This is an optimization exercise on Yosys and OpenROAD, whose aim is small area and a short achievable clock period, not a production implementation. Where RTL was checked, it was by simulation tests only, not by an equivalence proof against the original. Power and IR drop assume default switching activity.

## indigo
// MAC
module MAC(clk, reset, X, Y, reg_Pro);
  input clk, reset;
  input [7:0] X;
  input [7:0] Y;
  output reg [15:0] reg_Pro;
  wire p00_d = ~(X[0] & Y[0]);
  wire p01_d = ~(X[0] & Y[1]);
  wire p02_d = ~(X[0] & Y[2]);
  wire p03_d = ~(X[0] & Y[3]);
  wire p04_d = ~(X[0] & Y[4]);
  wire p05_d = ~(X[0] & Y[5]);
  wire p06_d = ~(X[0] & Y[6]);
  wire p07_d = ~(X[0] & Y[7]);
  wire p10_d = ~(X[1] & Y[0]);
  wire p11_d = ~(X[1] & Y[1]);
  wire p12_d = ~(X[1] & Y[2]);
  wire p13_d = ~(X[1] & Y[3]);
  wire p14_d = ~(X[1] & Y[4]);
  wire p15_d = ~(X[1] & Y[5]);
  wire p16_d = ~(X[1] & Y[6]);
  wire p17_d = ~(X[1] & Y[7]);
  wire p20_d = ~(X[2] & Y[0]);
  wire p21_d = ~(X[2] & Y[1]);
  wire p22_d = ~(X[2] & Y[2]);
  wire p23_d = ~(X[2] & Y[3]);
  wire p24_d = ~(X[2] & Y[4]);
  wire p25_d = ~(X[2] & Y[5]);
  wire p26_d = ~(X[2] & Y[6]);
  wire p27_d = ~(X[2] & Y[7]);
  wire p30_d = ~(X[3] & Y[0]);
  wire p31_d = ~(X[3] & Y[1]);
  wire p32_d = ~(X[3] & Y[2]);
  wire p33_d = ~(X[3] & Y[3]);
  wire p34_d = ~(X[3] & Y[4]);
  ...
==> flow/config.mk <==
export PLATFORM = sky130hd
export DESIGN_NAME = MAC
export DESIGN_NICKNAME = MAC
export VERILOG_FILES = /design/flow/design.v
export SDC_FILE = /design/flow/constraint.sdc
export NUM_CORES = 4
export LEC_CHECK = 0
export CAP_MARGIN = 20
export CORE_MARGIN = 2
export CORE_UTILIZATION = 40
export SETUP_SLACK_MARGIN = 2.85
export SLEW_MARGIN = 20
export SYNTH_HIERARCHICAL = 1
export SYNTH_MINIMUM_KEEP_SIZE = 0
==> flow/constraint.sdc <==
create_clock -name core_clock -period 5.5 [get_ports {clk}]
set_input_delay 1.1000 -clock core_clock [delete_from_list [all_inputs] [get_ports {clk}]]
set_output_delay 1.1000 -clock core_clock [all_outputs]
set_load 0.01 [all_outputs]
standard.sh (not shown) runs the stock make flow with config.mk's settings and CLKGATE_MAP_FILE= SYNTH_SCRIPT=/design/flow/synth_recipe.tcl, a recipe that flattens the netlist after the stock synthesis.
==> flow/flow/run.sh <==
#!/bin/bash
# The standard layout (standard.sh), with the port buffers that placement inserts
# made the smallest buffer; repair_timing upsizes those on critical paths.
set -euo pipefail
bash standard.sh "BUFFER_PORTS_ARGS=-buffer_cell sky130_fd_sc_hd__buf_1" finish > standard_flow.log 2>&1
indigo ended with every stage complete and zero timing, DRC or antenna violations.
#### Input delta (quartz over indigo)
- an added PLACE_DENSITY of 0.8
==> flow/flow/run.sh <==
#!/bin/bash
# The standard layout (standard.sh) with two changes:
#  - the port buffers that placement inserts start as the smallest buffer;
#  - after the standard synthesis, combinational cells that abc sized up are set back to
#    drive strength 1 (same function and pins), before floorplan; the flow's repair steps
#    size up again the ones that need it. Registers are not touched.
set -euo pipefail
RES=$PWD/orfs/results/$FLOW_PLATFORM/MAC/base
ARGS=("BUFFER_PORTS_ARGS=-buffer_cell sky130_fd_sc_hd__buf_1")
bash standard.sh "${ARGS[@]}" $RES/1_2_yosys.v > synth.log 2>&1
python3 flow/downsize.py $RES/1_2_yosys.v > downsize.log 2>&1
bash standard.sh "${ARGS[@]}" finish > layout.log 2>&1
==> flow/flow/downsize.py (new file) <==
# Set abc-upsized combinational cells of the synthesized netlist back to drive strength 1.
import re,sys,collections
path=sys.argv[1]
lib=open('/OpenROAD-flow-scripts/flow/platforms/sky130hd/lib/sky130_fd_sc_hd__tt_025C_1v80.lib').read()
cells=set(re.findall(r'cell \("(sky130_fd_sc_hd__\w+)"\)',lib))
KEEP=('df','dl','sdf','edf','conb','clk','tap','fill','decap','diode','buf','inv','lpflow','probe','ebuf','einv','mux2i')
v=open(path).read()
cnt=collections.Counter()
def sub(m):
    name,base,size=m.group(0),m.group(1),m.group(2)
    short=base.replace('sky130_fd_sc_hd__','')
    if size=='1' or any(short.startswith(k) for k in KEEP): return name
    new='%s_1'%base
    if new not in cells: return name
    cnt[name+' -> '+new]+=1
    return new
v2=re.sub(r'\b(sky130_fd_sc_hd__[a-z0-9]+)_(\d+)\b(?=\s+\S+\s*\()',sub,v)
open(path,'w').write(v2)
for k,n in sorted(cnt.items()): print(n,k)
Findings:
quartz completed every stage of the flow, and the final layout passed the timing, design-rule and antenna checks.
The higher worst setup slack came out of indigo.
Per the comparison of quartz with indigo, post-route clock period utilization saw an increase; total power saw a decrease; cell leakage power saw a decrease.
End of the critical path = c37_q: quartz; end of the critical path = s39_q: indigo
--- input diff quartz..tundra ---
- CORE_UTILIZATION changed from 40 to 75
- PLACE_DENSITY removed (was 0.8)
Results
- Diff quartz..tundra | combinational cell power | negligible
- Higher fraction of the core area covered by cells at the end of the flow was reported by tundra, not quartz.
- quartz vs tundra, start point of the critical path: Y[1] vs X[5]
- Share of the clock period used by the worst path on tundra is down relative to quartz.
- Of tundra and quartz, it is tundra that has the higher relative area of clock buffers and inverters in the final design.
- As of tundra, number of cells after detailed placement had fallen by more than 10% compared to quartz.
- tundra gives less summed area of non-filler cells in the final layout than quartz did.
- As far as critical path depth goes, tundra and quartz are indistinguishable; the numbers are identical.
- Re non-filler instance count after layout: tundra is 51 down on quartz.
- [diff] tightest slew margin relative to the limit, tundra relative to quartz: improvement
Changes in nickel relative to tundra:
- setting CTS_CLUSTER_DIAMETER to 300 for the first time
- changing CORE_UTILIZATION from 75 to 40
- setting CTS_CLUSTER_SIZE to 50 for the first time
==> comparison <==
Diff tundra -> nickel: timing-limited maximum frequency went up 0.91%; cell area moved up; total internal power shows a reduction of about 6%.
When nickel is measured against tundra, its starting density of the core turns out 37 points lower.
Comparing tundra with nickel, the largest net degree at the start of global routing came out essentially unchanged.
Diff tundra and nickel: data arrival time at the worst-slack endpoint higher in tundra
~same total half-perimeter wirelength after legalization and detailed placement in tundra and nickel
nickel vs. tundra: non-clock buffer count went down by 1.
The worst slack after detailed placement of nickel is higher than that of tundra.
nickel vs. tundra: sequential power did not really move, total number of vias went down.
[inputs] lagoon vs nickel
- clearing CTS_CLUSTER_SIZE, which used to be 50
- putting CELL_PAD_IN_SITES_GLOBAL_PLACEMENT at 0 where nothing was set
- putting CELL_PAD_IN_SITES_DETAIL_PLACEMENT at 0 where nothing was set
- putting PLACE_DENSITY at 0.8 where nothing was set
- clearing CTS_CLUSTER_DIAMETER, which used to be 300
[summary]
- Diff lagoon..nickel | count of pins over their slew limit | unchanged
- Post-route clock period utilization (lagoon over nickel): increase, 0.59 points
- lagoon ends up with a detailed-routed wire length on met3 that is 160 um higher than in nickel.
- In the reports for lagoon and nickel, the smaller detailed-route vias per instance belongs to nickel.
- Diff nickel -> lagoon | met2 wire length | up by more than 10%
- Diff nickel..lagoon | cell count | negligible
- On core utilization, lagoon and nickel are basically level.

MAC, a different RTL version from the one above (not shown whole).
For scale: roughly 370 cells after synthesis, roughly 34 I/O pins.
export LEC_CHECK = 0
export CAP_MARGIN = 20
export CORE_MARGIN = 2
export CORE_UTILIZATION = 40
export SETUP_SLACK_MARGIN = 2.85
export SLEW_MARGIN = 20
export SYNTH_HIERARCHICAL = 1
export SYNTH_MINIMUM_KEEP_SIZE = 0
create_clock -name core_clock -period 5.5 [get_ports {clk}]
==> flow/flow/run.sh <==
#!/bin/bash
# The standard layout (standard.sh) with two changes:
#  - the port buffers that placement inserts start as the smallest buffer;
#  - after the standard synthesis, combinational cells that abc sized up are set back to
#    drive strength 1 (same function and pins), before floorplan; the flow's repair steps
#    size up again the ones that need it. Registers are not touched.
set -euo pipefail
RES=$PWD/orfs/results/$FLOW_PLATFORM/MAC/base
ARGS=("BUFFER_PORTS_ARGS=-buffer_cell sky130_fd_sc_hd__buf_1")
bash standard.sh "${ARGS[@]}" $RES/1_2_yosys.v > synth.log 2>&1
python3 flow/downsize.py $RES/1_2_yosys.v > downsize.log 2>&1
bash standard.sh "${ARGS[@]}" finish > layout.log 2>&1
==> flow/flow/downsize.py <==
# Set abc-upsized combinational cells of the synthesized netlist back to drive strength 1.
import re,sys,collections
path=sys.argv[1]
lib=open('/OpenROAD-flow-scripts/flow/platforms/sky130hd/lib/sky130_fd_sc_hd__tt_025C_1v80.lib').read()
cells=set(re.findall(r'cell \("(sky130_fd_sc_hd__\w+)"\)',lib))
KEEP=('df','dl','sdf','edf','conb','clk','tap','fill','decap','diode','buf','inv','lpflow','probe','ebuf','einv','mux2i')
v=open(path).read()
cnt=collections.Counter()
def sub(m):
    name,base,size=m.group(0),m.group(1),m.group(2)
    short=base.replace('sky130_fd_sc_hd__','')
    if size=='1' or any(short.startswith(k) for k in KEEP): return name
    new='%s_1'%base
    if new not in cells: return name
    cnt[name+' -> '+new]+=1
    return new
v2=re.sub(r'\b(sky130_fd_sc_hd__[a-z0-9]+)_(\d+)\b(?=\s+\S+\s*\()',sub,v)
open(path,'w').write(v2)
for k,n in sorted(cnt.items()): print(n,k)
Rerun with:
- SETUP_SLACK_MARGIN: 2.85 -> 2.8
Outcome:
- The new run completed without violations
- clock-buffer cell count rises by 1
- clock skew fell by 0.0031 ns
- sequential power stays flat
- setup slack degrades by 0.021 ns
- global-route usage grows by 0.25 points
No functional check of the RTL was part of any run of this note.

== P ==
MAC, a different RTL version from the one above (not shown whole).
For scale: about 280 cells after synthesis, about 34 I/O pins, about 0.0031 mm2 of cells after synthesis.
clock: 5.5 ns
lec_check: 0
cap_margin: 20
core_margin: 2
core_utilization: 40
setup_slack_margin: 2.5
slew_margin: 20
synth_hierarchical: 1
synth_minimum_keep_size: 0
run.sh (not shown) runs the stock make flow with config.mk's settings and CLKGATE_MAP_FILE= SYNTH_SCRIPT=/design/flow/synth_recipe.tcl, a recipe that flattens the netlist after the stock synthesis.
Stock flow here: none of the scripts above is used.
The inputs of T differ from those of P as listed below.
Settings: SETUP_SLACK_MARGIN: 2.5 -> 2.2.
--- outcome ---
- Measured against each other, P and T differ in routed length per placed instance, the higher figure coming from T.
- Diff P -> T | overall power consumption | down by a few percent
- ~same routed wire length in P and T
- P → T: well-tap cell count shows no meaningful change, global-route usage over all layers shows a reduction of 0.37 points, combinational power shows a reduction of about 5%, post-route cell area shows a reduction of about 3.7%, routability congestion estimate from global placement shows an increase of 0.051.
- Clock network fraction of total power: T vs P down 0.8 points
No functional check of the RTL was part of any run of this note.

## oak
Another version of the RTL of MAC (not shown whole).
Size: about 330 cells after synthesis, ~34 I/O pins, about 3400 sq um of cells after synthesis.
// MAC
module MAC(clk, reset, X, Y, reg_Pro);
  input clk, reset;
  input [7:0] X;
  input [7:0] Y;
  output reg [15:0] reg_Pro;
  wire p00_d = X[0] & Y[0];
  wire p01_d = X[0] & Y[1];
  wire p02_d = X[0] & Y[2];
  wire p03_d = X[0] & Y[3];
  wire p04_d = X[0] & Y[4];
  wire p05_d = X[0] & Y[5];
  wire p06_d = X[0] & Y[6];
  wire p07_d = X[0] & Y[7];
  wire p10_d = X[1] & Y[0];
  wire p11_d = X[1] & Y[1];
  wire p12_d = X[1] & Y[2];
  wire p13_d = X[1] & Y[3];
  wire p14_d = X[1] & Y[4];
  wire p15_d = X[1] & Y[5];
  wire p16_d = X[1] & Y[6];
  wire p17_d = X[1] & Y[7];
  wire p20_d = X[2] & Y[0];
  wire p21_d = X[2] & Y[1];
  wire p22_d = X[2] & Y[2];
  wire p23_d = X[2] & Y[3];
  wire p24_d = X[2] & Y[4];
  wire p25_d = X[2] & Y[5];
  wire p26_d = X[2] & Y[6];
  wire p27_d = X[2] & Y[7];
  wire p30_d = X[3] & Y[0];
  wire p31_d = X[3] & Y[1];
  wire p32_d = X[3] & Y[2];
  wire p33_d = X[3] & Y[3];
  wire p34_d = X[3] & Y[4];
  wire p35_d = X[3] & Y[5];
  wire p36_d = X[3] & Y[6];
  wire p37_d = X[3] & Y[7];
  wire p40_d = X[4] & Y[0];
  wire p41_d = X[4] & Y[1];
  wire p42_d = X[4] & Y[2];
  wire p43_d = X[4] & Y[3];
  wire p44_d = X[4] & Y[4];
  wire p45_d = X[4] & Y[5];
  wire p46_d = X[4] & Y[6];
  wire p47_d = X[4] & Y[7];
  wire p50_d = X[5] & Y[0];
  wire p51_d = X[5] & Y[1];
  wire p52_d = X[5] & Y[2];
  wire p53_d = X[5] & Y[3];
  wire p54_d = X[5] & Y[4];
  wire p55_d = X[5] & Y[5];
  wire p56_d = X[5] & Y[6];
  wire p57_d = X[5] & Y[7];
  wire p60_d = X[6] & Y[0];
  wire p61_d = X[6] & Y[1];
  wire p62_d = X[6] & Y[2];
  wire p63_d = X[6] & Y[3];
  wire p64_d = X[6] & Y[4];
  wire p65_d = X[6] & Y[5];
  wire p66_d = X[6] & Y[6];
  wire p67_d = X[6] & Y[7];
  wire p70_d = X[7] & Y[0];
  wire p71_d = X[7] & Y[1];
  wire p72_d = X[7] & Y[2];
  wire p73_d = X[7] & Y[3];
  wire p74_d = X[7] & Y[4];
  wire p75_d = X[7] & Y[5];
  wire p76_d = X[7] & Y[6];
  wire p77_d = X[7] & Y[7];
  wire s1_d = p60_d ^ p51_d;
  wire c1_d = p60_d & p51_d;
  ...
clock: 5.5 ns
lec_check: 0
abc_clock_period_in_ps: 2000
cap_margin: 20
core_margin: 2
core_utilization: 40
setup_slack_margin: 2.9
slew_margin: 20
The inputs of maple differ from those of oak as listed below.
# oak
export LEC_CHECK = 0
export ABC_CLOCK_PERIOD_IN_PS = 2000
export CAP_MARGIN = 20
export CORE_MARGIN = 2
export CORE_UTILIZATION = 40
export SETUP_SLACK_MARGIN = 2.9
export SLEW_MARGIN = 20
create_clock -name core_clock -period 5.5 [get_ports {clk}]
# maple
export LEC_CHECK = 0
export CAP_MARGIN = 20
export CORE_MARGIN = 2
export CORE_UTILIZATION = 40
export SETUP_SLACK_MARGIN = 2.5
export SLEW_MARGIN = 20
create_clock -name core_clock -period 5.5 [get_ports {clk}]
[summary]
- Time the worst path needs with I/O delays and setup: maple vs oak up 24 ps
- Cmp oak and maple / area added between synthesis and finish / higher: oak
- maple vs. oak: first-pass GRT wire length increased by about 3.2% relative to the old numbers; sequential share of layout area picked up an extra 0.96 points; power share of the clock group went up by 0.3 points; data-path buffer share of cell area in the final layout decreased 2.3 points; hold slack held.
- Compared with oak, in maple cell area power density +18 nW/um^2, remaining max-slew budget at the tightest pin -2.8 points.
No run of this note included a check of the RTL's function; only the layout flow was run.

== wip/garnet ==
RTL: one of the versions met above, not the one the previous note started from.
Size: ~34 I/O pins, roughly 3100 um^2 of cells after synthesis.
export LEC_CHECK = 0
export CAP_MARGIN = 20
export CORE_MARGIN = 2
export CORE_UTILIZATION = 40
export SETUP_SLACK_MARGIN = 2.85
export SLEW_MARGIN = 20
export SYNTH_HIERARCHICAL = 1
export SYNTH_MINIMUM_KEEP_SIZE = 0
export TNS_END_PERCENT = 10
create_clock -name core_clock -period 5.5 [get_ports {clk}]
standard.sh (not shown) runs the stock make flow with config.mk's settings and CLKGATE_MAP_FILE= SYNTH_SCRIPT=/design/flow/synth_recipe.tcl, a recipe that flattens the netlist after the stock synthesis.
Scripts as last shown in full above: flow/flow/run.sh, flow/flow/downsize.py
For wip/sierra, these inputs were changed with respect to wip/garnet:
# wip/garnet
export LEC_CHECK = 0
export CAP_MARGIN = 20
export CORE_MARGIN = 2
export CORE_UTILIZATION = 40
export SETUP_SLACK_MARGIN = 2.85
export SLEW_MARGIN = 20
export SYNTH_HIERARCHICAL = 1
export SYNTH_MINIMUM_KEEP_SIZE = 0
export TNS_END_PERCENT = 10
create_clock -name core_clock -period 5.5 [get_ports {clk}]
# wip/sierra
export LEC_CHECK = 0
export CAP_MARGIN = 20
export CORE_MARGIN = 2
export CORE_UTILIZATION = 40
export SETUP_SLACK_MARGIN = 2.8
export SLEW_MARGIN = 20
export SYNTH_HIERARCHICAL = 1
export SYNTH_MINIMUM_KEEP_SIZE = 0
create_clock -name core_clock -period 5.5 [get_ports {clk}]
### Flow results
Of the two values seen for worst-path cell with the longest stage delay, sky130_fd_sc_hd__maj3_2 was produced by wip/sierra and sky130_fd_sc_hd__maj3_1 by wip/garnet.
The standard cells in wip/sierra occupy less silicon area than those in wip/garnet do.
Non-clock buffer contribution to total cell area: wip/sierra vs wip/garnet, no meaningful difference
Compared with wip/garnet, count of filler cells inserted in the layout in wip/sierra decreased slightly.
Against wip/garnet, total wirelength of the detailed-routed design in wip/sierra rose by a few percent.
Status: area after synthesis parity (wip/sierra, wip/garnet)
Between wip/garnet and wip/sierra, the share of post-route cells with drive strength above 1 is lower for wip/sierra.
The estimated power of wip/sierra ends up higher than the estimate for wip/garnet.
wip/sierra does worse than wip/garnet on post-route minimum period.
Looking at clock-buffer cell count, wip/sierra sits 1 above wip/garnet.
Any difference in fmax between wip/sierra and wip/garnet is small enough to ignore.
Setup WNS wip/garnet -> wip/sierra: worse
Changes in wip/yarrow relative to wip/sierra:
# wip/sierra
export LEC_CHECK = 0
export CAP_MARGIN = 20
export CORE_MARGIN = 2
export CORE_UTILIZATION = 40
export SETUP_SLACK_MARGIN = 2.8
export SLEW_MARGIN = 20
export SYNTH_HIERARCHICAL = 1
export SYNTH_MINIMUM_KEEP_SIZE = 0
create_clock -name core_clock -period 5.5 [get_ports {clk}]
# wip/yarrow
export LEC_CHECK = 0
export CAP_MARGIN = 20
export CORE_MARGIN = 2
export CORE_UTILIZATION = 40
export SETUP_SLACK_MARGIN = 2.95
export SLEW_MARGIN = 20
export SYNTH_HIERARCHICAL = 1
export SYNTH_MINIMUM_KEEP_SIZE = 0
create_clock -name core_clock -period 5.5 [get_ports {clk}]
Results
Compared with wip/sierra, wip/yarrow shows number of global-route vias before repair higher by 43. Comparing wip/sierra with wip/yarrow, the global-route usage came out essentially unchanged. The cell count of the worst reg-to-reg path of wip/yarrow falls short of that of wip/sierra by 1. wip/yarrow vs wip/sierra, instance count: wip/yarrow higher. Compared with wip/sierra, wip/yarrow shows a share of cells above drive strength 1 that is 8.5 points higher. Final net count ends up higher on wip/yarrow. Min cell area across wip/sierra and wip/yarrow: wip/sierra. Tightest hold margin: wip/yarrow vs wip/sierra, no meaningful difference. Global-route wire length before repair ends up higher on wip/sierra.
Here is what was changed in the inputs of wip/delta compared with wip/yarrow.
# wip/yarrow
export LEC_CHECK = 0
export CAP_MARGIN = 20
export CORE_MARGIN = 2
export CORE_UTILIZATION = 40
export SETUP_SLACK_MARGIN = 2.95
export SLEW_MARGIN = 20
export SYNTH_HIERARCHICAL = 1
export SYNTH_MINIMUM_KEEP_SIZE = 0
create_clock -name core_clock -period 5.5 [get_ports {clk}]
# wip/delta
export LEC_CHECK = 0
export CAP_MARGIN = 20
export CORE_MARGIN = 2
export CORE_UTILIZATION = 40
export SETUP_SLACK_MARGIN = 2.85
export SLEW_MARGIN = 20
export SYNTH_HIERARCHICAL = 1
export SYNTH_MINIMUM_KEEP_SIZE = 0
export TNS_END_PERCENT = 40
create_clock -name core_clock -period 5.5 [get_ports {clk}]
## What came out
Compared with wip/yarrow, in wip/delta final design instance area without fill fell 170 um^2; sequential share of layout area rose 0.99 points; routed wire length fell about 3.8%; setup slack of the critical path after layout fell 0.037 ns.

static timing again, ports no longer ideal:
The results above use ideal ports. As a check the final layouts listed here were re-extracted and re-timed, cells and wires unchanged. Step 1 sets driving cells, clkbuf_16 on the clock port and buf_2 on the other inputs (assumed; they add their load-dependent delay and slew). Step 2, shift: input delay + t, output delay - t, t = (earliest + latest rising clock arrival at the registers) / 2. This alone moves slack from input paths to output paths. Slacks: ideal ports / drivers / drivers and shift; pairs: ideal ports / drivers.
| run | shift t [ns] | setup WS [ns] | worst register clock-pin slew, ns | pins driven straight from the clock port |
|---|---|---|---|---|
| indigo | 0.312 | 2.934 / 2.939 / 2.627 | 0.08 / 0.08 | 1 |
| quartz | 0.315 | 2.921 / 2.921 / 2.606 | 0.08 / 0.08 | 1 |
| tundra | 0.320 | 2.931 / 2.938 / 2.618 | 0.08 / 0.08 | 1 |
| nickel | 0.314 | 2.954 / 2.962 / 2.648 | 0.08 / 0.08 | 1 |
| lagoon | 0.315 | 2.921 / 2.921 / 2.606 | 0.08 / 0.08 | 1 |
| the first run of note 2 | 0.312 | 2.926 / 2.931 / 2.618 | 0.08 / 0.08 | 1 |
| the second run of note 2 | 0.309 | 2.905 / 2.913 / 2.604 | 0.08 / 0.08 | 1 |
| P | 0.311 | 2.356 / 2.344 / 2.032 | 0.09 / 0.09 | 1 |
| T | 0.314 | 2.250 / 2.258 / 1.944 | 0.08 / 0.08 | 1 |
| oak | 0.321 | 2.363 / 2.363 / 2.363 | 0.10 / 0.10 | 1 |
| maple | 0.321 | 2.339 / 2.339 / 2.240 | 0.10 / 0.10 | 1 |
| wip/garnet | 0.314 | 2.907 / 2.912 / 2.599 | 0.08 / 0.08 | 1 |
| wip/sierra | 0.312 | 2.902 / 2.911 / 2.599 | 0.08 / 0.08 | 1 |
| wip/yarrow | 0.309 | 2.965 / 2.969 / 2.660 | 0.08 / 0.08 | 1 |
| wip/delta | 0.311 | 2.928 / 2.936 / 2.625 | 0.08 / 0.08 | 1 |
After both steps setup and hold are still met in every run listed. The setup slack of P, which loses most, moves by -0.012 ns with the drivers and by -0.324 ns with both steps.
